What follows belongs to an exercise in optimizing a design on an open flow for small area; a production flow would make more cautious choices.
RTL that was checked went through simulation tests only; none was proved equivalent to the original.
Power figures rest on the tool's default switching activity, not on a simulated workload.

north:
// miniCPU
module miniCPU (
    input [17:0] switches,
    input ligar,
    input enviar,
    input clk,
    input rst_n,
    output [7:0] LCD_DATA,
    output LCD_RS,
    output LCD_RW,
    output LCD_EN,
    output LCD_ON,
    output LCD_BLON
);
Size in the first run: ~1300 cells after synthesis, roughly 35 I/O pins, roughly 14000 um2 of cells after synthesis.
clock: 20.0 ns
lec_check: 0
abc_area: 1
cap_margin: 20
core_margin: 2
core_utilization: 60
slew_margin: 20
standard.sh (not shown) runs the stock make flow with config.mk's settings and CLKGATE_MAP_FILE= SYNTH_SCRIPT=/design/flow/synth_recipe.tcl, a recipe that flattens the netlist after the stock synthesis.
==> flow/flow/run.sh <==
#!/bin/bash
# Standard synthesis, then a stronger ABC area pass over the combinational
# logic only (flip-flops, full adders and tie cells are kept as they are, with
# their names), a larger drive strength for the drivers of high-fanout nets,
# then the standard layout from that netlist with the extra
# make settings in flow/params.sh (clock-tree and port-buffer options).
set -euo pipefail
WORK=$(pwd)
R=$WORK/orfs/results/${FLOW_PLATFORM}/miniCPU/base
LIB=$FLOW_HOME/platforms/${FLOW_PLATFORM}/lib/sky130_fd_sc_hd__tt_025C_1v80.lib
source "$WORK/flow/params.sh"

bash standard.sh synth > synth_standard.log 2>&1
cp "$R/1_2_yosys.v" "$WORK/1_2_yosys.standard.v"

DU=$(sed -n '/DONT_USE_CELLS/,/^$/p' "$FLOW_HOME/platforms/${FLOW_PLATFORM}/config.mk" | tr -d '\\' \
     | grep -o 'sky130_fd_sc_hd__[a-z0-9_]*' | sed 's/^/-dont_use /' | tr '\n' ' ')
cp "$WORK/flow/reopt.abc" "$WORK/reopt.abc"
cat > "$WORK/reopt.ys" <<EOY
read_liberty -wb -ignore_miss_func $LIB
read_verilog $WORK/1_2_yosys.standard.v
hierarchy -top $FLOW_TOP
blackbox =sky130_fd_sc_hd__*df* =sky130_fd_sc_hd__fa_* =sky130_fd_sc_hd__conb_*
flatten -wb
opt_clean
abc -liberty $LIB $DU -script $WORK/reopt.abc
opt_clean -purge
read_liberty -lib -overwrite $LIB
hierarchy -top $FLOW_TOP
splitnets
opt_clean -purge
hilomap -singleton -hicell sky130_fd_sc_hd__conb_1 HI -locell sky130_fd_sc_hd__conb_1 LO
insbuf -buf sky130_fd_sc_hd__buf_1 A X
opt_clean -purge
check -assert -mapped
stat -liberty $LIB
write_verilog -noattr -nohex -nodec $WORK/1_2_yosys.reopt.v
EOY
yosys -s "$WORK/reopt.ys" > reopt.log 2>&1
python3 "$WORK/flow/upsize.py" "$LIB" "$WORK/1_2_yosys.reopt.v" "$WORK/1_2_yosys.upsized.v" 14 $DU > upsize.log 2>&1
cp "$WORK/1_2_yosys.upsized.v" "$R/1_2_yosys.v"
rm -f "$R/1_synth.odb" "$R/1_synth.sdc"
bash standard.sh "${LAYOUT_VARS[@]}" finish > layout.log 2>&1
==> flow/flow/params.sh <==
# extra make settings for the layout steps
LAYOUT_VARS=(
  "CTS_ARGS=-sink_clustering_enable -repair_clock_nets -dont_use_dummy_load -sink_clustering_size 30 -sink_clustering_max_diameter 105"
  "BUFFER_PORTS_ARGS=-buffer_cell sky130_fd_sc_hd__buf_1"
)
Other scripts of this flow, unchanged in this note and not shown: flow/flow/reopt.abc, flow/flow/upsize.py
For south, these inputs were changed with respect to north:
==> flow/flow/params.sh <==
# extra make settings for the layout steps
LAYOUT_VARS=(
  "CTS_ARGS=-sink_clustering_enable -repair_clock_nets -dont_use_dummy_load -sink_clustering_size 10 -sink_clustering_max_diameter 40 -buf_list sky130_fd_sc_hd__clkbuf_4"
  "BUFFER_PORTS_ARGS=-buffer_cell sky130_fd_sc_hd__buf_1"
)
-- flow/config.mk --
<<< north, line 10
export CORE_MARGIN = 2
export CORE_UTILIZATION = 60
export SLEW_MARGIN = 20
>>> south, line 10
export CORE_MARGIN = 2
export CORE_UTILIZATION = 60
export PLACE_DENSITY = 0.92
export SLEW_MARGIN = 20
==> notes.md <==
- Design area was lower in south than in north.
- The I/O pin total was comparable across south and north.
- Looking at maximum clock rate across both flows, south is the weaker of the two, with north ahead.
- Summary of south over north: average vias per placed instance saw an increase; sequential cell area share saw an increase; power per standard cell area saw little to no change.
Setup changes, south to east
==> flow/flow/params.sh <==
# extra make settings for the layout steps
LAYOUT_VARS=(
  "CTS_ARGS=-sink_clustering_enable -repair_clock_nets -dont_use_dummy_load -sink_clustering_size 30 -sink_clustering_max_diameter 105"
  "BUFFER_PORTS_ARGS=-buffer_cell sky130_fd_sc_hd__buf_1"
)
-- flow/config.mk --
<<< south, line 9
export CAP_MARGIN = 20
export CORE_MARGIN = 2
export CORE_UTILIZATION = 60
export PLACE_DENSITY = 0.92
export SLEW_MARGIN = 20
>>> east, line 9
export CAP_MARGIN = 20
export CORE_MARGIN = 2
export CORE_UTILIZATION = 70
export PLACE_DENSITY = 0.85
export SLEW_MARGIN = 20
Findings:
east was carried through to the last stage, and its layout satisfied the timing, design-rule and antenna checks.
Diff south -> east | final-layout fill cell count | decrease of 346
Global-route usage sits higher in east than in south.
In terms of global placement routability congestion, east and south differ only marginally.
Of the two candidates, south has the worse shortest clock period the worst path allows after layout and east the better one.
Chip height ends up higher on south.
As far as total leakage power is concerned, south and east perform about the same.
Across both runs, synthesis-to-layout area growth was higher for east than for south.
The run showing the smaller number of nets in the layout is east.
Per the comparison of east with south, number of core rows down about 7%, cell count went down by about 4.4%.
--- input diff east..west ---
-- flow/config.mk --
<<< east, line 9
export CAP_MARGIN = 20
export CORE_MARGIN = 2
export CORE_UTILIZATION = 70
export PLACE_DENSITY = 0.85
export SLEW_MARGIN = 20
>>> west, line 9
export CAP_MARGIN = 20
export CORE_MARGIN = 2
export CORE_UTILIZATION = 60
export PLACE_DENSITY = 0.92
export SLEW_MARGIN = 20
[summary]
Compared with east, west shows a higher placed cell count.
The run showing the smaller number of cells on the critical path is west.
Per the comparison of west with east, sequential share of layout area moved down; total length of routed met2 wires went down.
Looking at wire length, west sits 420 um higher than east does.
When west is measured against east, its area overhead of the layout relative to synthesis turns out 0.35 points higher.
Between east and west, sum of routed wire segments on met1 is higher for east, west comes in under that.
In west, number of iterations in the first detailed-routing pass is higher than in east.
Overall routing resource usage was lower in the run labelled west.
Hold slack for west is lower than for east.


miniCPU, a different RTL version from the one above (not shown whole).
Size: about 340 flip-flops.
Settings: LEC_CHECK=0, ABC_AREA=1, CAP_MARGIN=20, CORE_MARGIN=2, CORE_UTILIZATION=40, CTS_CLUSTER_DIAMETER=60, CTS_CLUSTER_SIZE=20, SLEW_MARGIN=20; clock period 20.0 ns.
run.sh (not shown) runs the stock make flow with config.mk's settings and CLKGATE_MAP_FILE= SYNTH_SCRIPT=/design/flow/synth_recipe.tcl, a recipe that flattens the netlist after the stock synthesis.
Stock flow here: none of the scripts above is used.
Next try:
==> flow/flow/run.sh (new file) <==
#!/bin/bash
# Standard synthesis, then a stronger ABC area pass over the combinational
# logic only (flip-flops, adders and tie cells are kept as they are, with
# their names), then the standard layout from that netlist with the extra
# make settings in flow/params.sh (clock-tree and port-buffer options).
set -euo pipefail
WORK=$(pwd)
R=$WORK/orfs/results/${FLOW_PLATFORM}/miniCPU/base
LIB=$FLOW_HOME/platforms/${FLOW_PLATFORM}/lib/sky130_fd_sc_hd__tt_025C_1v80.lib
source "$WORK/flow/params.sh"

bash standard.sh synth > synth_standard.log 2>&1
cp "$R/1_2_yosys.v" "$WORK/1_2_yosys.standard.v"

DU=$(sed -n '/DONT_USE_CELLS/,/^$/p' "$FLOW_HOME/platforms/${FLOW_PLATFORM}/config.mk" | tr -d '\\' \
     | grep -o 'sky130_fd_sc_hd__[a-z0-9_]*' | sed 's/^/-dont_use /' | tr '\n' ' ')
cp "$WORK/flow/reopt.abc" "$WORK/reopt.abc"
cat > "$WORK/reopt.ys" <<EOY
read_liberty -wb -ignore_miss_func $LIB
read_verilog $WORK/1_2_yosys.standard.v
hierarchy -top $FLOW_TOP
blackbox =sky130_fd_sc_hd__*df* =sky130_fd_sc_hd__fa_* =sky130_fd_sc_hd__ha_* =sky130_fd_sc_hd__conb_*
flatten -wb
opt_clean
abc -liberty $LIB $DU -script $WORK/reopt.abc
opt_clean -purge
read_liberty -lib -overwrite $LIB
hierarchy -top $FLOW_TOP
splitnets
opt_clean -purge
hilomap -singleton -hicell sky130_fd_sc_hd__conb_1 HI -locell sky130_fd_sc_hd__conb_1 LO
insbuf -buf sky130_fd_sc_hd__buf_4 A X
opt_clean -purge
check -assert -mapped
stat -liberty $LIB
write_verilog -noattr -nohex -nodec $WORK/1_2_yosys.reopt.v
EOY
yosys -s "$WORK/reopt.ys" > reopt.log 2>&1
cp "$WORK/1_2_yosys.reopt.v" "$R/1_2_yosys.v"
rm -f "$R/1_synth.odb" "$R/1_synth.sdc"
bash standard.sh "${LAYOUT_VARS[@]}" finish > layout.log 2>&1
==> flow/flow/params.sh (new file) <==
# extra make settings for the layout steps
LAYOUT_VARS=(
  "CTS_ARGS=-sink_clustering_enable -repair_clock_nets -dont_use_dummy_load -sink_clustering_size 16 -sink_clustering_max_diameter 60"
  "BUFFER_PORTS_ARGS=-buffer_cell sky130_fd_sc_hd__buf_1"
)
==> flow/flow/reopt.abc (new file) <==
strash;&get -n;&deepsyn -T 60;&put;&get -n;&dch -f;&nf -R 1000;&put
==> flow/standard.sh (new file) <==
#!/bin/bash
# synth_recipe.tcl (not shown) runs the flow's synth.tcl, then flattens the netlist and writes it again
# the make line also repeats each setting of config.mk as NAME=value (left out here)
make -C /OpenROAD-flow-scripts/flow DESIGN_CONFIG=/design/flow/config.mk WORK_HOME=/design/flow/orfs CLKGATE_MAP_FILE= SYNTH_SCRIPT=/design/flow/synth_recipe.tcl "${@:-finish}"
Settings changed: CTS_CLUSTER_DIAMETER 60 to not set, CTS_CLUSTER_SIZE 20 to not set.
removed: flow/run.sh
Effect: Wire length decreases by 14%. Worst setup slack loses 0.55 ns. Non-clock buffer count climbs by 19. Synthesized cell count drops by about 27%. Global-route usage is lower by 1.5 points. Core utilization came out higher by 0.42 points. Via count goes down by about 13%.
No run of this note included a check of the RTL's function; only the layout flow was run.


## yarrow
miniCPU, a different RTL version from the one above (not shown whole).
For scale: about 35 I/O pins.
export LEC_CHECK = 0
export ABC_AREA = 1
export CAP_MARGIN = 20
export CORE_MARGIN = 2
export CORE_UTILIZATION = 55
export SLEW_MARGIN = 20
create_clock -name core_clock -period 20.0 [get_ports {clk}]
standard.sh (not shown) runs the stock make flow with config.mk's settings and CLKGATE_MAP_FILE= SYNTH_SCRIPT=/design/flow/synth_recipe.tcl, a recipe that flattens the netlist after the stock synthesis.
==> flow/flow/run.sh <==
#!/bin/bash
# Standard synthesis, then a stronger ABC area pass over the combinational
# logic only (flip-flops, adders and tie cells are kept as they are, with
# their names), then the standard layout from that netlist with the extra
# make settings in flow/params.sh (clock-tree and port-buffer options).
set -euo pipefail
WORK=$(pwd)
R=$WORK/orfs/results/${FLOW_PLATFORM}/miniCPU/base
LIB=$FLOW_HOME/platforms/${FLOW_PLATFORM}/lib/sky130_fd_sc_hd__tt_025C_1v80.lib
source "$WORK/flow/params.sh"

bash standard.sh synth > synth_standard.log 2>&1
cp "$R/1_2_yosys.v" "$WORK/1_2_yosys.standard.v"

DU=$(sed -n '/DONT_USE_CELLS/,/^$/p' "$FLOW_HOME/platforms/${FLOW_PLATFORM}/config.mk" | tr -d '\\' \
     | grep -o 'sky130_fd_sc_hd__[a-z0-9_]*' | sed 's/^/-dont_use /' | tr '\n' ' ')
cp "$WORK/flow/reopt.abc" "$WORK/reopt.abc"
cat > "$WORK/reopt.ys" <<EOY
read_liberty -wb -ignore_miss_func $LIB
read_verilog $WORK/1_2_yosys.standard.v
hierarchy -top $FLOW_TOP
blackbox =sky130_fd_sc_hd__*df* =sky130_fd_sc_hd__fa_* =sky130_fd_sc_hd__ha_* =sky130_fd_sc_hd__conb_*
flatten -wb
opt_clean
abc -liberty $LIB $DU -script $WORK/reopt.abc
opt_clean -purge
read_liberty -lib -overwrite $LIB
hierarchy -top $FLOW_TOP
splitnets
opt_clean -purge
hilomap -singleton -hicell sky130_fd_sc_hd__conb_1 HI -locell sky130_fd_sc_hd__conb_1 LO
insbuf -buf sky130_fd_sc_hd__buf_1 A X
opt_clean -purge
check -assert -mapped
stat -liberty $LIB
write_verilog -noattr -nohex -nodec $WORK/1_2_yosys.reopt.v
EOY
yosys -s "$WORK/reopt.ys" > reopt.log 2>&1
cp "$WORK/1_2_yosys.reopt.v" "$R/1_2_yosys.v"
rm -f "$R/1_synth.odb" "$R/1_synth.sdc"
bash standard.sh "${LAYOUT_VARS[@]}" finish > layout.log 2>&1
==> flow/flow/params.sh <==
# extra make settings for the layout steps
LAYOUT_VARS=(
  "CTS_ARGS=-sink_clustering_enable -repair_clock_nets -dont_use_dummy_load -sink_clustering_size 28 -sink_clustering_max_diameter 100"
  "BUFFER_PORTS_ARGS=-buffer_cell sky130_fd_sc_hd__buf_1"
)
==> flow/flow/reopt.abc <==
strash;&get -n;&deepsyn -T 60;&put;&get -n;&dch -f;&nf -R 1000;&put
yarrow did not stop at any stage, and its layout met the timing, design-rule and antenna checks.
Here is what was changed in the inputs of tundra compared with yarrow.
- swapping 55 for 60 in CORE_UTILIZATION
--- a/flow/flow/run.sh
+++ b/flow/flow/run.sh
@@ -3 +3 @@
-# logic only (flip-flops, adders and tie cells are kept as they are, with
+# logic only (flip-flops, full adders and tie cells are kept as they are, with
@@ -22 +22 @@
-blackbox =sky130_fd_sc_hd__*df* =sky130_fd_sc_hd__fa_* =sky130_fd_sc_hd__ha_* =sky130_fd_sc_hd__conb_*
+blackbox =sky130_fd_sc_hd__*df* =sky130_fd_sc_hd__fa_* =sky130_fd_sc_hd__conb_*
==> flow/flow/params.sh <==
# extra make settings for the layout steps
LAYOUT_VARS=(
  "CTS_ARGS=-sink_clustering_enable -repair_clock_nets -dont_use_dummy_load -sink_clustering_size 32 -sink_clustering_max_diameter 110"
  "BUFFER_PORTS_ARGS=-buffer_cell sky130_fd_sc_hd__buf_1"
)
==> flow/flow/reopt.abc <==
strash;&get -n;&deepsyn -T 60;&put;&get -n;&dch -f;&nf -R 1000;&put;&get -n;&dch -f;&nf -R 1000;&put
--- outcome ---
- The highest attainable clock frequency in yarrow is 0.943 times that in tundra.
- yarrow -> tundra: power flat
- Delta (tundra minus yarrow): wire length has decreased, total vias in the final route has decreased.
- tundra — worst IR drop on VDD 0.031 mV higher, yarrow as reference
- Summary of tundra over yarrow: multi-input logic area now smaller, final design instance area without fill -540 um2, buffer count excluding the clock tree in the final layout saw an increase.


miniCPU again, from the RTL that the note above started with.
Settings: LEC_CHECK=0, ABC_AREA=1, CAP_MARGIN=20, CORE_MARGIN=2, CORE_UTILIZATION=55, SLEW_MARGIN=20; clock period 20.0 ns.
==> flow/flow/run.sh <==
#!/bin/bash
# Standard synthesis, then a stronger ABC area pass over the combinational
# logic only (flip-flops, full adders and tie cells are kept as they are, with
# their names), then the standard layout from that netlist with the extra
# make settings in flow/params.sh (clock-tree and port-buffer options).
set -euo pipefail
WORK=$(pwd)
R=$WORK/orfs/results/${FLOW_PLATFORM}/miniCPU/base
LIB=$FLOW_HOME/platforms/${FLOW_PLATFORM}/lib/sky130_fd_sc_hd__tt_025C_1v80.lib
source "$WORK/flow/params.sh"

bash standard.sh synth > synth_standard.log 2>&1
cp "$R/1_2_yosys.v" "$WORK/1_2_yosys.standard.v"

DU=$(sed -n '/DONT_USE_CELLS/,/^$/p' "$FLOW_HOME/platforms/${FLOW_PLATFORM}/config.mk" | tr -d '\\' \
     | grep -o 'sky130_fd_sc_hd__[a-z0-9_]*' | sed 's/^/-dont_use /' | tr '\n' ' ')
cp "$WORK/flow/reopt.abc" "$WORK/reopt.abc"
cat > "$WORK/reopt.ys" <<EOY
read_liberty -wb -ignore_miss_func $LIB
read_verilog $WORK/1_2_yosys.standard.v
hierarchy -top $FLOW_TOP
blackbox =sky130_fd_sc_hd__*df* =sky130_fd_sc_hd__fa_* =sky130_fd_sc_hd__conb_*
flatten -wb
opt_clean
abc -liberty $LIB $DU -script $WORK/reopt.abc
opt_clean -purge
read_liberty -lib -overwrite $LIB
hierarchy -top $FLOW_TOP
splitnets
opt_clean -purge
hilomap -singleton -hicell sky130_fd_sc_hd__conb_1 HI -locell sky130_fd_sc_hd__conb_1 LO
insbuf -buf sky130_fd_sc_hd__buf_1 A X
opt_clean -purge
check -assert -mapped
stat -liberty $LIB
write_verilog -noattr -nohex -nodec $WORK/1_2_yosys.reopt.v
EOY
yosys -s "$WORK/reopt.ys" > reopt.log 2>&1
cp "$WORK/1_2_yosys.reopt.v" "$R/1_2_yosys.v"
rm -f "$R/1_synth.odb" "$R/1_synth.sdc"
bash standard.sh "${LAYOUT_VARS[@]}" finish > layout.log 2>&1
==> flow/flow/params.sh <==
# extra make settings for the layout steps
LAYOUT_VARS=(
  "CTS_ARGS=-sink_clustering_enable -repair_clock_nets -dont_use_dummy_load -sink_clustering_size 28 -sink_clustering_max_diameter 100"
  "BUFFER_PORTS_ARGS=-buffer_cell sky130_fd_sc_hd__buf_1"
)
==> flow/flow/reopt.abc <==
strash;&get -n;&deepsyn -T 60;&put;&get -n;&dch -f;&nf -R 1000;&put;&get -n;&dch -f;&nf -R 1000;&put
The first run completed without violations.
==> next run, changes <==
--- a/flow/flow/run.sh
+++ b/flow/flow/run.sh
@@ -3,3 +3,4 @@
 # logic only (flip-flops, full adders and tie cells are kept as they are, with
-# their names), then the standard layout from that netlist with the extra
+# their names), a larger drive strength for the drivers of high-fanout nets,
+# then the standard layout from that netlist with the extra
 # make settings in flow/params.sh (clock-tree and port-buffer options).
@@ -38,3 +39,4 @@
 yosys -s "$WORK/reopt.ys" > reopt.log 2>&1
-cp "$WORK/1_2_yosys.reopt.v" "$R/1_2_yosys.v"
+python3 "$WORK/flow/upsize.py" "$LIB" "$WORK/1_2_yosys.reopt.v" "$WORK/1_2_yosys.upsized.v" 14 $DU > upsize.log 2>&1
+cp "$WORK/1_2_yosys.upsized.v" "$R/1_2_yosys.v"
 rm -f "$R/1_synth.odb" "$R/1_synth.sdc"
==> flow/flow/upsize.py (new file) <==
#!/usr/bin/env python3
"""Give the combinational drivers of high-fanout nets the next drive strength
(X_0/X_1 -> X_2, same pins), so that placement repair needs fewer buffers.
usage: upsize.py liberty netlist_in netlist_out min_fanout"""
import re, sys

lib, src, dst, min_fanout = sys.argv[1], sys.argv[2], sys.argv[3], int(sys.argv[4])
cells = set(re.findall(r'^\s*cell\s*\(\s*"?(sky130_fd_sc_hd__\w+)"?\s*\)', open(lib).read(), re.M))
dont_use = set(sys.argv[5:])
txt = open(src).read()
inst = re.compile(r'(sky130_fd_sc_hd__\w+)(\s+\S+\s*\()(.*?)(\);)', re.S)
outs = ('X', 'Y')
fanout, driver = {}, {}
for m in inst.finditer(txt):
    for p, n in re.findall(r'\.(\w+)\(([^)]*)\)', m.group(3)):
        n = n.strip()
        if p in outs:
            driver[n] = m.group(1)
        else:
            fanout[n] = fanout.get(n, 0) + 1
big = {n for n, f in fanout.items() if f >= min_fanout}

def repl(m):
    typ, body = m.group(1), m.group(3)
    if re.search(r'__(df|edf|sdf|dl|fa_|ha_|conb)', typ):
        return m.group(0)
    pins = dict(re.findall(r'\.(\w+)\(([^)]*)\)', body))
    o = [pins[p].strip() for p in outs if p in pins]
    base = re.match(r'(sky130_fd_sc_hd__\w+?)_(\d+)$', typ)
    if o and o[0] in big and base and int(base.group(2)) < 2:
        new = base.group(1) + '_2'
        if new in cells and new not in dont_use:
            return new + m.group(2) + body + m.group(4)
    return m.group(0)

open(dst, 'w').write(inst.sub(repl, txt))
Effect:
- The changed run went through all stages and came out clean
- synthesized area climbs by 0.90%
- non-clock buffer count drops by 14
- clock power hardly moves
- setup slack degrades by 0.41 ns
- cell count drops by 0.83%

-- what the ideal ports hide --
Ports are ideal in the flow. The routed layouts listed here were re-timed in OpenROAD.
Step 1 sets driving cells, clkbuf_16 on the clock port and buf_2 on the other inputs (assumed; they add their load-dependent delay and slew).
Step 2 also shifts input and output timing later by t, the mid clock arrival at the registers, as if the neighbouring blocks saw the same clock.
Three values: ideal, step 1, step 2; two values: the first two.
run	shift t [ns]	slack for setup (ns)	hold WS [ns]	latest minus earliest clock arrival (ns)	worst data-port slew with drivers (ns)
north	0.548	5.113 / 5.128 / 4.579	0.341 / 0.341 / 0.341	0.049 / 0.049	0.04
south	0.707	4.601 / 4.622 / 3.916	0.233 / 0.233 / 0.233	0.151 / 0.151	0.03
east	0.535	4.729 / 4.756 / 4.221	0.336 / 0.336 / 0.336	0.070 / 0.070	0.04
west	0.528	4.387 / 4.410 / 3.882	0.316 / 0.316 / 0.316	0.076 / 0.076	0.04
the first run of note 2	0.649	6.616 / 6.588 / 5.940	0.347 / 0.347 / 0.347	0.041 / 0.041	0.09
the second run of note 2	0.611	6.064 / 6.063 / 5.453	0.307 / 0.307 / 0.307	0.079 / 0.079	0.08
yarrow	0.547	5.106 / 5.136 / 4.589	0.313 / 0.313 / 0.313	0.059 / 0.059	0.04
tundra	0.544	5.956 / 5.983 / 5.438	0.346 / 0.346 / 0.346	0.030 / 0.031	0.04
the first run of note 4	0.550	5.695 / 5.724 / 5.174	0.341 / 0.341 / 0.341	0.051 / 0.051	0.04
the second run of note 4	0.537	5.282 / 5.304 / 4.767	0.340 / 0.340 / 0.340	0.056 / 0.056	0.06
After both steps every run listed still meets setup and hold. The setup slack of south, which loses most, moves by +0.021 ns with the drivers and by -0.685 ns with both steps.
